Context: an optimization exercise on an open-source flow, tuned for small area. The choices shown serve that exercise and are no tape-out recipe. In this exercise RTL edits were held to simulation tests only and were not proved equivalent to the original. Power figures rest on the tool's default switching activity, not on a simulated workload.

== ember ==
// uart
module uart (
    clk,
    reset,
    address,
    chipselect,
    writedata,
    readdata,
    write,
    read,
    uart_clk_out,
    uart_rx,
    uart_tx
);
    input   clk, reset;
    input            read, write, chipselect;
    input [2:0]      address;
    input [31:0]     writedata;
    output reg [31:0] readdata;
    input        uart_rx;
    output       uart_clk_out;
    output       uart_tx;
    reg [8:0]  latch_data;
    reg [6:0]  STATUS;
    reg [31:0] CONTROL;
    reg [31:0] BRD;
    reg last_write;
    reg last_read;
    reg wrFIFO;
    reg rdFIFO;
    reg W1C_STROBE;
    reg clr_rxo, clr_txo, clr_fe;
    wire [8:0] rx_head;
    wire [8:0] tx_word;
    wire [2:0] states_txfifo;
    wire [2:0] states_rxfifo;
    wire       FE;
    wire sel = chipselect;
    wire wr_data = write && sel && (address == 3'd0) && !last_write;
    wire wr_stat = write && sel && (address == 3'd1) && !W1C_STROBE;
    wire wr_ctrl = write && sel && (address == 3'd2);
    wire wr_brd  = write && sel && (address == 3'd3);
    wire rd_data = read && sel && (address == 3'd0) && !last_read;
    always @ (posedge clk or posedge reset)
    begin
        if (reset)
        begin
            last_write <= 1'b0;
            last_read  <= 1'b0;
        end
        else
        begin
            last_write <= write;
            last_read  <= read;
        end
    end
    always @ (posedge clk or posedge reset)
    begin
        if (reset)
        begin
  ...
clock: 10.0 ns
lec_check: 0
cap_margin: 20
core_margin: 2
core_utilization: 40
place_density: 0.6
slew_margin: 20
run.sh (not shown) runs the stock make flow with config.mk's settings and CLKGATE_MAP_FILE= SYNTH_SCRIPT=/design/flow/synth_recipe.tcl, a recipe that flattens the netlist after the stock synthesis.
The flow did not stop early for ember: all stages ran, and the layout cleared the timing, design-rule and antenna checks.
#### Input delta (pepper over ember)
Settings: ABC_AREA: unset -> 1.
Findings:
The wire length on met3 number comes out higher for pepper vs ember.
[compare] base=ember new=pepper: synthesized cell count went up by 853, power per standard cell area roughly the same, switching fraction of total power went up 4.3 points, worst setup slack after layout -0.076 ns.
On mapped cell area: pepper sits above ember.
Status | ember and pepper | clean
Reported for ember and pepper, number of H-tree branching levels turned out identical to the last digit.
nor3_1 as the cell with the biggest individual delay on the critical path was reported by ember, and nand2_1 by pepper.
Going from ember to pepper, total via count in the routed design grows by 28%.
Changes in amber relative to pepper:
Settings: a change of PLACE_DENSITY from 0.6 to 0.75; a change of CORE_UTILIZATION from 40 to 65.
==> notes.md <==
amber completed; timing, DRC and antenna clean. Comparing share of the final layout cell area in multi-input gates for pepper and amber, the bigger number came from amber. Layout clock buffer count in amber is about 10% lower than in pepper. Between pepper and amber, the max-slew headroom at the worst pin is lower for amber. Side by side, relative contribution of the clock network to total power turned out lower in amber than in pepper. Going from pepper to amber, global-route usage increased by 11 points relative to the old numbers; area of all placed cells without fillers went down.

* * *

Another version of the RTL of uart (not shown whole).
Size: about 510 flip-flops, about 75 I/O pins.
==> flow/design.v (excerpt) <==
module uart (
    clk,
    reset,
    address,
    chipselect,
    writedata,
    readdata,
    write,
    read,
    uart_clk_out,
    uart_rx,
    uart_tx
);
    input   clk, reset;
    input            read, write, chipselect;
    input [2:0]      address;
    input [31:0]     writedata;
    output reg [31:0] readdata;
    input        uart_rx;
    output       uart_clk_out;
    output       uart_tx;
    reg [6:0]  STATUS;
    reg [31:0] CONTROL;
    reg [31:0] BRD;
    reg last_write;
    reg last_read;
    reg rdFIFO;
    reg W1C_STROBE;
    reg clr_rxo, clr_txo, clr_fe;
    wire [8:0] rx_head;
    wire [8:0] tx_word;
    wire [2:0] states_txfifo;
    wire [2:0] states_rxfifo;
    wire       FE;
    wire sel = chipselect;
    wire wr_data = write && sel && (address == 3'd0) && !last_write;
    wire wr_stat = write && sel && (address == 3'd1) && !W1C_STROBE;
    wire wr_ctrl = write && sel && (address == 3'd2);
    wire wr_brd  = write && sel && (address == 3'd3);
    wire rd_data = read && sel && (address == 3'd0) && !last_read;
    always @ (posedge clk or posedge reset)
    begin
        if (reset)
        begin
            last_write <= 1'b0;
            last_read  <= 1'b0;
        end
        else
        begin
            last_write <= write;
            last_read  <= read;
        end
    end
    always @ (posedge clk or posedge reset)
    begin
        if (reset)
        begin
            readdata <= 32'b0;
            rdFIFO   <= 1'b0;
        end
        else
        begin
            rdFIFO <= rd_data;
            if (read && sel && (address == 3'd1))
                readdata <= {25'b0, STATUS};
            else if (read && sel && (address == 3'd2))
                readdata <= CONTROL;
            else if (read && sel && (address == 3'd3))
                readdata <= BRD;
            else if (rdFIFO)
                readdata <= {23'b0, states_rxfifo[2] ? 9'b0 : rx_head};
        end
    end
  ...
==> flow/config.mk <==
export PLATFORM = sky130hd
export DESIGN_NAME = uart
export DESIGN_NICKNAME = uart
export VERILOG_FILES = /design/flow/design.v
export SDC_FILE = /design/flow/constraint.sdc
export NUM_CORES = 4
export LEC_CHECK = 0
export CAP_MARGIN = 20
export CORE_MARGIN = 2
export CORE_UTILIZATION = 65
export PLACE_DENSITY = 0.75
export SLEW_MARGIN = 20
==> flow/constraint.sdc <==
create_clock -name core_clock -period 10.0 [get_ports {clk}]
set_input_delay 2.0000 -clock core_clock [delete_from_list [all_inputs] [get_ports {clk}]]
set_output_delay 2.0000 -clock core_clock [all_outputs]
set_load 0.01 [all_outputs]
standard.sh (not shown) runs the stock make flow with config.mk's settings and CLKGATE_MAP_FILE= SYNTH_SCRIPT=/design/flow/synth_recipe.tcl, a recipe that flattens the netlist after the stock synthesis.
==> flow/flow/run.sh <==
#!/bin/bash
# Own layout flow: the standard ORFS flow (standard.sh, the standard flow's synthesis
# script) with these changes:
#  - Yosys's ABC step maps for area (flow/abc_area.script in place of ORFS's
#    abc_speed.script; the registers are mapped before ABC and do not change);
#  - port buffers use the smallest buffer (buf_1) instead of clkdlybuf4s50_1;
#  - clock tree: clkbuf_8 leaf buffers, 18-sink clusters, no dummy loads.
set -euo pipefail
here=$(pwd)
rm -rf "$here/scripts"
cp -r "$FLOW_HOME/scripts" "$here/scripts"
cp "$here/flow/abc_area.script" "$here/scripts/abc_speed.script"
export SCRIPTS_DIR="$here/scripts"
export BUFFER_PORTS_ARGS="-buffer_cell sky130_fd_sc_hd__buf_1"
export CTS_ARGS="-sink_clustering_enable -repair_clock_nets -dont_use_dummy_load -buf_list sky130_fd_sc_hd__clkbuf_8 -sink_clustering_size 20 -sink_clustering_max_diameter 50"
bash standard.sh > standard_flow.log 2>&1
==> flow/flow/abc_area.script <==
strash
dch -f
amap
The starting point went through all stages and came out clean.
Change:
--- a/flow/flow/run.sh
+++ b/flow/flow/run.sh
@@ -13,4 +13,4 @@
 export SCRIPTS_DIR="$here/scripts"
 export BUFFER_PORTS_ARGS="-buffer_cell sky130_fd_sc_hd__buf_1"
-export CTS_ARGS="-sink_clustering_enable -repair_clock_nets -dont_use_dummy_load -buf_list sky130_fd_sc_hd__clkbuf_8 -sink_clustering_size 20 -sink_clustering_max_diameter 50"
+export CTS_ARGS="-sink_clustering_enable -repair_clock_nets -dont_use_dummy_load -buf_list sky130_fd_sc_hd__clkbuf_8 -sink_clustering_size 18 -sink_clustering_max_diameter 60"
 bash standard.sh > standard_flow.log 2>&1
Effect:
- total power drops by 0.53%
- core utilization hardly moves
- synthesized cell count does not change
- clock-buffer cell count falls by 2
- register-to-register slack got worse by 40 ps
- die area is unchanged
- sequential cell count does not change

* * *

uart, a different RTL version from the one above (not shown whole).
Size: about 1500 cells after synthesis, about 490 flip-flops, roughly 75 I/O pins, about 22000 sq um of cells after synthesis.
clock: 10.0 ns
lec_check: 0
cap_margin: 20
core_margin: 2
core_utilization: 65
cts_buf_list: sky130_fd_sc_hd__clkbuf_8
cts_cluster_diameter: 55
cts_cluster_size: 17
place_density: 0.75
slew_margin: 20
run.sh (not shown) runs the stock make flow with config.mk's settings and CLKGATE_MAP_FILE= SYNTH_SCRIPT=/design/flow/synth_recipe.tcl, a recipe that flattens the netlist after the stock synthesis.
Stock flow here: none of the scripts above is used.
The baseline finished with timing, DRC and antenna clean.
==> next run, changes <==
--- a/flow/config.mk
+++ b/flow/config.mk
@@ -10,6 +10,6 @@
 export CORE_UTILIZATION = 65
 export CTS_BUF_LIST = sky130_fd_sc_hd__clkbuf_8
-export CTS_CLUSTER_DIAMETER = 55
-export CTS_CLUSTER_SIZE = 17
+export CTS_CLUSTER_DIAMETER = 50
+export CTS_CLUSTER_SIZE = 14
 export PLACE_DENSITY = 0.75
 export SLEW_MARGIN = 20
Outcome: Design area went up slightly. Routed wire length went up slightly. Worst hold slack degrades by 0.0052 ns. Flip-flop and latch count does not change. Power went up slightly. Setup slack degrades by 0.078 ns. Core utilization went up by 0.33 points. Count of clock-buffer cells in the layout went up by 5. Critical path depth went up by 1. Die area does not change. Global-route usage went up by 0.22 points.

* * *

the baseline:
uart, a different RTL version from the one above (not shown whole).
For scale: roughly 1500 cells after synthesis, ~17000 um2 of cells after synthesis.
==> flow/design.v (excerpt) <==
module uart (
    clk,
    reset,
    address,
    chipselect,
    writedata,
    readdata,
    write,
    read,
    uart_clk_out,
    uart_rx,
    uart_tx
);
    input   clk, reset;
    input            read, write, chipselect;
    input [2:0]      address;
    input [31:0]     writedata;
    output reg [31:0] readdata;
    input        uart_rx;
    output       uart_clk_out;
    output       uart_tx;
    reg [6:0]  STATUS;
    reg [31:0] CONTROL;
    reg [31:0] BRD;
    reg last_write;
    reg last_read;
    reg rdFIFO;
    reg W1C_STROBE;
    reg clr_rxo, clr_txo, clr_fe;
    wire [8:0] rx_head;
    wire [8:0] tx_word;
    wire [2:0] states_txfifo;
    wire [2:0] states_rxfifo;
    wire       FE;
    wire sel = chipselect;
    wire wr_data = write && sel && (address == 3'd0) && !last_write;
    wire wr_stat = write && sel && (address == 3'd1) && !W1C_STROBE;
    wire wr_ctrl = write && sel && (address == 3'd2);
    wire wr_brd  = write && sel && (address == 3'd3);
    wire rd_data = read && sel && (address == 3'd0) && !last_read;
    always @ (posedge clk or posedge reset)
    begin
        if (reset)
        begin
            last_write <= 1'b0;
            last_read  <= 1'b0;
        end
        else
        begin
            last_write <= write;
            last_read  <= read;
        end
    end
    always @ (posedge clk or posedge reset)
    begin
        if (reset)
        begin
            readdata <= 32'b0;
            rdFIFO   <= 1'b0;
        end
        else
        begin
            rdFIFO <= rd_data;
            if (read && sel && (address == 3'd1))
                readdata <= {25'b0, STATUS};
            else if (read && sel && (address == 3'd2))
                readdata <= CONTROL;
            else if (read && sel && (address == 3'd3))
                readdata <= BRD;
            else if (rdFIFO)
                readdata <= {23'b0, states_rxfifo[2] ? 9'b0 : rx_head};
        end
    end
    always @ (posedge clk or posedge reset)
    begin
        if (reset)
            STATUS <= 7'b010_0100;
        else if (W1C_STROBE)
            STATUS <= STATUS & ~{clr_fe, 2'b00, clr_txo, 2'b00, clr_rxo};
        else
            STATUS <= {FE, states_txfifo, states_rxfifo};
    end
    always @ (posedge clk or posedge reset)
    begin
        if (reset)
        begin
            CONTROL    <= 32'd0;
  ...
==> flow/config.mk <==
export PLATFORM = sky130hd
export DESIGN_NAME = uart
export DESIGN_NICKNAME = uart
export VERILOG_FILES = /design/flow/design.v
export SDC_FILE = /design/flow/constraint.sdc
export NUM_CORES = 4
export LEC_CHECK = 0
export CAP_MARGIN = 20
export CORE_MARGIN = 2
export CORE_UTILIZATION = 65
export PLACE_DENSITY = 0.75
export SLEW_MARGIN = 20
==> flow/constraint.sdc <==
create_clock -name core_clock -period 10.0 [get_ports {clk}]
set_input_delay 2.0000 -clock core_clock [delete_from_list [all_inputs] [get_ports {clk}]]
set_output_delay 2.0000 -clock core_clock [all_outputs]
set_load 0.01 [all_outputs]
standard.sh (not shown) runs the stock make flow with config.mk's settings and CLKGATE_MAP_FILE= SYNTH_SCRIPT=/design/flow/synth_recipe.tcl, a recipe that flattens the netlist after the stock synthesis.
==> flow/flow/run.sh <==
#!/bin/bash
# Own layout flow: the standard ORFS flow (standard.sh, the standard flow's synthesis
# script) with these changes:
#  - Yosys's ABC step maps for area (flow/abc_area.script in place of ORFS's
#    abc_speed.script; the registers are mapped before ABC and do not change);
#  - port buffers use the smallest buffer (buf_1) instead of clkdlybuf4s50_1;
#  - clock tree: clkbuf_8 leaf buffers, 18-sink clusters, no dummy loads.
set -euo pipefail
here=$(pwd)
rm -rf "$here/scripts"
cp -r "$FLOW_HOME/scripts" "$here/scripts"
cp "$here/flow/abc_area.script" "$here/scripts/abc_speed.script"
export SCRIPTS_DIR="$here/scripts"
export BUFFER_PORTS_ARGS="-buffer_cell sky130_fd_sc_hd__buf_1"
export CTS_ARGS="-sink_clustering_enable -repair_clock_nets -dont_use_dummy_load -buf_list sky130_fd_sc_hd__clkbuf_8 -sink_clustering_size 18 -sink_clustering_max_diameter 60"
bash standard.sh > standard_flow.log 2>&1
Scripts as last shown in full above: flow/flow/abc_area.script
#### Input delta (the candidate over the baseline)
# the baseline
export LEC_CHECK = 0
export CAP_MARGIN = 20
export CORE_MARGIN = 2
export CORE_UTILIZATION = 65
export PLACE_DENSITY = 0.75
export SLEW_MARGIN = 20
create_clock -name core_clock -period 10.0 [get_ports {clk}]
# the candidate
export LEC_CHECK = 0
export CAP_MARGIN = 20
export CORE_MARGIN = 2
export CORE_UTILIZATION = 72
export PLACE_DENSITY = 0.8
export SLEW_MARGIN = 20
create_clock -name core_clock -period 10.0 [get_ports {clk}]
==> flow/flow/abc_area.script <==
strash
dch -f
amap -A 10 -F 3
==> notes.md <==
The candidate has completed all stages; timing, DRC and antenna checks passed.
Combinational fraction of design power came out lower on the candidate than on the baseline.
Diff the baseline -> the candidate: summed area of non-filler cells in the final layout moved down, synthesized cell count moved down.
Top routing layer in use = met4: the candidate; top routing layer in use = met5: the baseline

## what the ideal ports hide
In the flow no input, the clock included, has a driving cell. The finished layouts below were timed again as built, in two steps. Step 1: set_driving_cell puts a clkbuf_16 on clk and a buf_2 on each other input, an assumption about the parent block. Step 2, shift: input delay + t, output delay - t, t = (earliest + latest rising clock arrival at the registers) / 2. This alone moves slack from input paths to output paths. Three values: no drivers, after step 1, after step 2; two values: the first two.
| run | shift t [ns] | setup WS [ns] | worst setup path at the end | slew at the worst register clock pin (ns) | pins driven straight from the clock port |
|---|---|---|---|---|---|
| ember | 0.660 | 5.468 / 5.468 / 5.468 | register to register | 0.07 / 0.07 | 1 |
| pepper | 0.648 | 5.392 / 5.430 / 4.782 | input to register | 0.07 / 0.07 | 1 |
| amber | 0.643 | 5.574 / 5.607 / 4.964 | input to register | 0.07 / 0.07 | 1 |
| the first run of note 2 | 0.605 | 4.609 / 4.609 / 4.609 | register to register | 0.12 / 0.12 | 1 |
| the second run of note 2 | 0.602 | 4.565 / 4.565 / 4.565 | register to register | 0.11 / 0.11 | 1 |
| the first run of note 3 | 0.621 | 5.309 / 5.317 / 4.715 | input to register | 0.10 / 0.10 | 1 |
| the second run of note 3 | 0.647 | 5.231 / 5.231 / 4.703 | input to register | 0.09 / 0.09 | 1 |
| the baseline | 0.574 | 4.912 / 4.912 / 4.510 | input to register | 0.11 / 0.11 | 1 |
| the candidate | 0.589 | 5.046 / 5.046 / 4.653 | input to register | 0.11 / 0.11 | 1 |
After both steps setup and hold are still met in every run listed.
